From an optimization exercise on the open Yosys and OpenROAD flow, aimed at small area; shortcuts taken in it are not production practice. RTL that was checked went through simulation tests only; none was proved equivalent to the original. Power and IR drop assume default switching activity.

## build 44
==> module pulse_gen_tim, before the edit <==
module pulse_gen_tim
#(parameter WIDTH=25)
(
	input clk, enable, reset,
	input tim,  
	input [WIDTH-1:0] delay_in,
	input [WIDTH-1:0] duration_in,
	input [WIDTH-1:0] T_in,
	output reg out_signal
);
	reg [7:0] c0, c1, c2;
	reg [1:0] c3;
	reg cout1, cout2, cout3;
	reg state;
	localparam S0 = 1'b0, S1 = 1'b1;
	reg [WIDTH-1:0] pulse_time;
	reg [WIDTH-1:0] delay;
	reg [20:0] count_tim;
	reg [1:0] pre;
	reg [1:0] eq;
	wire [25:0] cnt = {c3, c2, c1, c0};
	wire [WIDTH-1:0] pt_nx = (state == S0) ? T_in : pulse_time;
	wire [WIDTH-1:0] dl_nx = (state == S0) ? delay_in : delay;
	reg [26:0] cs_s, cs_c;
	reg [26:0] yg, yp;
	reg [25:0] xg, xp;
	reg [24:0] bg, bp;
	reg a0, a1, a2;
	reg gg, pp, y_co, x_co, b_co;
	integer i, j;
	localparam K = 6;
	always @(*) begin
		for (i = 0; i < 27; i = i + 1) begin
			a0 = (i < 26) ? cnt[i] : 1'b0;
			a1 = (i < 21) ? count_tim[i] : 1'b0;
			a2 = (i < 25) ? ~duration_in[i] : 1'b1;
			cs_s[i] = a0 ^ a1 ^ a2;
			cs_c[i] = (a0 & a1) | (a0 & a2) | (a1 & a2);
		end
		yg = cs_s & {cs_c[25:0], 1'b1};
		yp = cs_s | {cs_c[25:0], 1'b1};
		y_co = 1'b0;
		for (j = 0; j < 27; j = j + K) begin
			gg = 1'b0;
			pp = 1'b1;
			for (i = j; i < j + K && i < 27; i = i + 1) begin
				gg = yg[i] | (yp[i] & gg);
				pp = pp & yp[i];
			end
			y_co = gg | (pp & y_co);
		end
		xg = cnt & ~{1'b0, duration_in};
		xp = cnt | ~{1'b0, duration_in};
		x_co = 1'b1;
		for (j = 0; j < 26; j = j + K) begin
			gg = 1'b0;
			pp = 1'b1;
			for (i = j; i < j + K && i < 26; i = i + 1) begin
				gg = xg[i] | (xp[i] & gg);
				pp = pp & xp[i];
			end
			x_co = gg | (pp & x_co);
		end
		bg = duration_in & ~{4'd0, count_tim};
		bp = duration_in | ~{4'd0, count_tim};
		b_co = 1'b1;
		for (j = 0; j < 25; j = j + K) begin
			gg = 1'b0;
			pp = 1'b1;
			for (i = j; i < j + K && i < 25; i = i + 1) begin
				gg = bg[i] | (bp[i] & gg);
				pp = pp & bp[i];
			end
			b_co = gg | (pp & b_co);
		end
	end
	wire hit_u = x_co | (b_co & y_co);
	wire hit_t = cnt == {1'b0, pt_nx};
	wire hit_d = cnt == {1'b0, dl_nx};
	wire [1:0] code = {hit_u | hit_t, hit_u | (~hit_t & hit_d)};
	wire clr = reset | (state == S0);
	wire fin = eq[1] & eq[0];
always @(posedge clk) begin
	if (state == S0) begin
		pulse_time <= T_in;
		delay <= delay_in;
	end
end
always @(posedge clk) begin
	if (reset) begin
		out_signal <= 1'b0;
		state <= S0;
		count_tim <= 21'd0;
		cout1 <= 1'b0;
		cout2 <= 1'b0;
		cout3 <= 1'b0;
		pre <= 2'b11;
		eq <= 2'b00;
	end else begin
		case (state)
		S0: begin
			if (tim) count_tim <= count_tim + 1'b1;
			else if (enable) state <= S1;
		end
		S1: begin
			if (eq[1]) out_signal <= 1'b0;
			else if (eq[0]) out_signal <= 1'b1;
			if (fin) begin
				state <= S0;
				count_tim <= 21'd0;
			end
		end
		endcase
		cout1 <= (c0 == 8'hfe);
		cout2 <= &c1;
		cout3 <= &c2;
		pre <= code;
		eq <= pre;
	end
end
always @(posedge clk) begin
	c0 <= clr ? 8'd0 : c0 + 8'd1;
	if (cout1 & ~reset) c1 <= c1 + 8'd1;
	else if (clr) c1 <= 8'd0;
	if (cout2 & cout1 & ~reset) c2 <= c2 + 8'd1;
	else if (clr) c2 <= 8'd0;
	if (cout3 & cout2 & cout1 & ~reset) c3 <= c3 + 2'd1;
	else if (clr) c3 <= 2'd0;
end
endmodule
clock: 5.0 ns
lec_check: 0
cap_margin: 20
core_margin: 2
core_utilization: 40
place_density: 0.6
slew_margin: 20
standard.sh (not shown) runs the stock make flow with config.mk's settings and CLKGATE_MAP_FILE= SYNTH_SCRIPT=/design/flow/synth_recipe.tcl, a recipe that flattens the netlist after the stock synthesis.
==> flow/flow/run.sh <==
#!/bin/bash
# The standard layout with these changes:
#  - after the standard synthesis, the combinational logic is mapped again
#    by ABC with an area-oriented script (flow/area.abc); flip-flops are
#    kept as they are (same instances, names and cells);
#  - port buffers are the smallest buffer cell (buf_1);
#  - CTS uses clkbuf_8 and inserts no dummy loads.
set -euo pipefail
here=$(pwd)
R=$here/orfs/results/$FLOW_PLATFORM/pulse_gen_tim/base
LIB=$FLOW_HOME/platforms/$FLOW_PLATFORM/lib/sky130_fd_sc_hd__tt_025C_1v80.lib
YOSYS=$(command -v yosys || echo $FLOW_HOME/../tools/install/yosys/bin/yosys)
export BUFFER_PORTS_ARGS="-buffer_cell sky130_fd_sc_hd__buf_1"
export CTS_ARGS="-sink_clustering_enable -repair_clock_nets -dont_use_dummy_load -buf_list sky130_fd_sc_hd__clkbuf_8"

bash standard.sh synth > standard_synth.log 2>&1

cp $R/1_2_yosys.v $here/standard_netlist.v
DU=""
for c in sky130_fd_sc_hd__lpflow_bleeder_1 sky130_fd_sc_hd__lpflow_clkbufkapwr_1 sky130_fd_sc_hd__lpflow_clkbufkapwr_16 sky130_fd_sc_hd__lpflow_clkbufkapwr_2 sky130_fd_sc_hd__lpflow_clkbufkapwr_4 sky130_fd_sc_hd__lpflow_clkbufkapwr_8 sky130_fd_sc_hd__lpflow_clkinvkapwr_1 sky130_fd_sc_hd__lpflow_clkinvkapwr_16 sky130_fd_sc_hd__lpflow_clkinvkapwr_2 sky130_fd_sc_hd__lpflow_clkinvkapwr_4 sky130_fd_sc_hd__lpflow_clkinvkapwr_8 sky130_fd_sc_hd__lpflow_decapkapwr_12 sky130_fd_sc_hd__lpflow_decapkapwr_3 sky130_fd_sc_hd__lpflow_decapkapwr_4 sky130_fd_sc_hd__lpflow_decapkapwr_6 sky130_fd_sc_hd__lpflow_decapkapwr_8 sky130_fd_sc_hd__lpflow_inputiso0n_1 sky130_fd_sc_hd__lpflow_inputiso0p_1 sky130_fd_sc_hd__lpflow_inputiso1n_1 sky130_fd_sc_hd__lpflow_inputiso1p_1 sky130_fd_sc_hd__lpflow_inputisolatch_1 sky130_fd_sc_hd__lpflow_isobufsrc_1 sky130_fd_sc_hd__lpflow_isobufsrc_16 sky130_fd_sc_hd__lpflow_isobufsrc_2 sky130_fd_sc_hd__lpflow_isobufsrc_4 sky130_fd_sc_hd__lpflow_isobufsrc_8 sky130_fd_sc_hd__lpflow_isobufsrckapwr_16 sky130_fd_sc_hd__lpflow_lsbuf_lh_hl_isowell_tap_1 sky130_fd_sc_hd__lpflow_lsbuf_lh_hl_isowell_tap_2 sky130_fd_sc_hd__lpflow_lsbuf_lh_hl_isowell_tap_4 sky130_fd_sc_hd__lpflow_lsbuf_lh_isowell_4 sky130_fd_sc_hd__lpflow_lsbuf_lh_isowell_tap_1 sky130_fd_sc_hd__lpflow_lsbuf_lh_isowell_tap_2 sky130_fd_sc_hd__lpflow_lsbuf_lh_isowell_tap_4 sky130_fd_sc_hd__probe_p_8 sky130_fd_sc_hd__probec_p_8 ; do DU="$DU -dont_use $c"; done
cat > $here/remap.ys <<EOS
read_liberty -ignore_miss_func $LIB
read_verilog $here/standard_netlist.v
hierarchy -top $FLOW_TOP
setattr -mod -set blackbox 1 sky130_fd_sc_hd__df* sky130_fd_sc_hd__edf*
flatten
opt_clean
delete t:\$scopeinfo
abc -liberty $LIB $DU -script $here/flow/area.abc
opt_clean
hilomap -singleton -hicell sky130_fd_sc_hd__conb_1 HI -locell sky130_fd_sc_hd__conb_1 LO
stat -liberty $LIB
write_verilog -noattr -noexpr -nohex -nodec $here/remapped.v
EOS
$YOSYS -s $here/remap.ys > $here/remap.log 2>&1
cp $here/remapped.v $R/1_2_yosys.v
rm -f $R/1_synth.odb $R/1_synth.sdc

bash standard.sh > standard.log 2>&1
Other scripts of this flow, unchanged in this note and not shown: flow/flow/area.abc
Edits applied to the flow inputs when going from build 44 to trial 3:
diff --git a/flow/design.v b/flow/design.v
--- a/flow/design.v
+++ b/flow/design.v
@@ -24,5 +24,5 @@
 	reg [26:0] cs_s, cs_c;
 	reg [26:0] yg, yp;
-	reg [25:0] xg, xp;
+	reg [20:0] xg, xp;
 	reg [24:0] bg, bp;
 	reg a0, a1, a2;
@@ -50,11 +50,11 @@
 			y_co = gg | (pp & y_co);
 		end
-		xg = cnt & ~{1'b0, duration_in};
-		xp = cnt | ~{1'b0, duration_in};
+		xg = cnt[20:0] & ~duration_in[20:0];
+		xp = cnt[20:0] | ~duration_in[20:0];
 		x_co = 1'b1;
-		for (j = 0; j < 26; j = j + K) begin
+		for (j = 0; j < 21; j = j + K) begin
 			gg = 1'b0;
 			pp = 1'b1;
-			for (i = j; i < j + K && i < 26; i = i + 1) begin
+			for (i = j; i < j + K && i < 21; i = i + 1) begin
 				gg = xg[i] | (xp[i] & gg);
 				pp = pp & xp[i];
@@ -62,4 +62,5 @@
 			x_co = gg | (pp & x_co);
 		end
+		x_co = x_co | (|cnt[25:21]);
 		bg = duration_in & ~{4'd0, count_tim};
 		bp = duration_in | ~{4'd0, count_tim};
@@ -75,5 +76,5 @@
 		end
 	end
-	wire hit_u = x_co | (b_co & y_co);
+	wire hit_u = b_co ? y_co : x_co;
 	wire hit_t = cnt == {1'b0, pt_nx};
 	wire hit_d = cnt == {1'b0, dl_nx};
## What came out
The total half-perimeter wirelength after legalization and detailed placement reported for trial 3 is smaller than that of build 44 by 0.41%. Looking only at area after synthesis, and setting everything else aside, the higher value of build 44 and trial 3 goes to trial 3. Sort build 44 and trial 3 by switching power, ascending, and build 44 comes first. Going from build 44 to trial 3, maximum vdd ir drop rose about 13%; routed wire length fell about 0.8%.
Function not checked in trial 3: the RTL went through the layout flow alone.

==> afterwards: timing with drivers on the ports <==
In the flow no input, the clock included, has a driving cell. The finished layouts below were timed again as built, in two steps.
Step 1: set_driving_cell puts a clkbuf_16 on clk and a buf_2 on each other input, an assumption about the parent block.
Step 2 moves the port delays by t, midway between the first and last clock arrival at a register: inputs arrive t later, outputs are due t later. That takes back most of the time a late clock gives input paths.
Slacks: ideal ports / drivers / drivers and shift; pairs: ideal ports / drivers.
run | t, ns | slack for setup (ns) | worst hold slack (ns)
build 44 | 0.409 | 0.617 / 0.621 / 0.223 | 0.447 / 0.447 / 0.447
trial 3 | 0.411 | 0.404 / 0.417 / 0.006 | 0.462 / 0.462 / 0.462
After both steps setup and hold are still met in every run listed. The setup slack of trial 3, which loses most, moves by +0.013 ns with the drivers and by -0.398 ns with both steps.
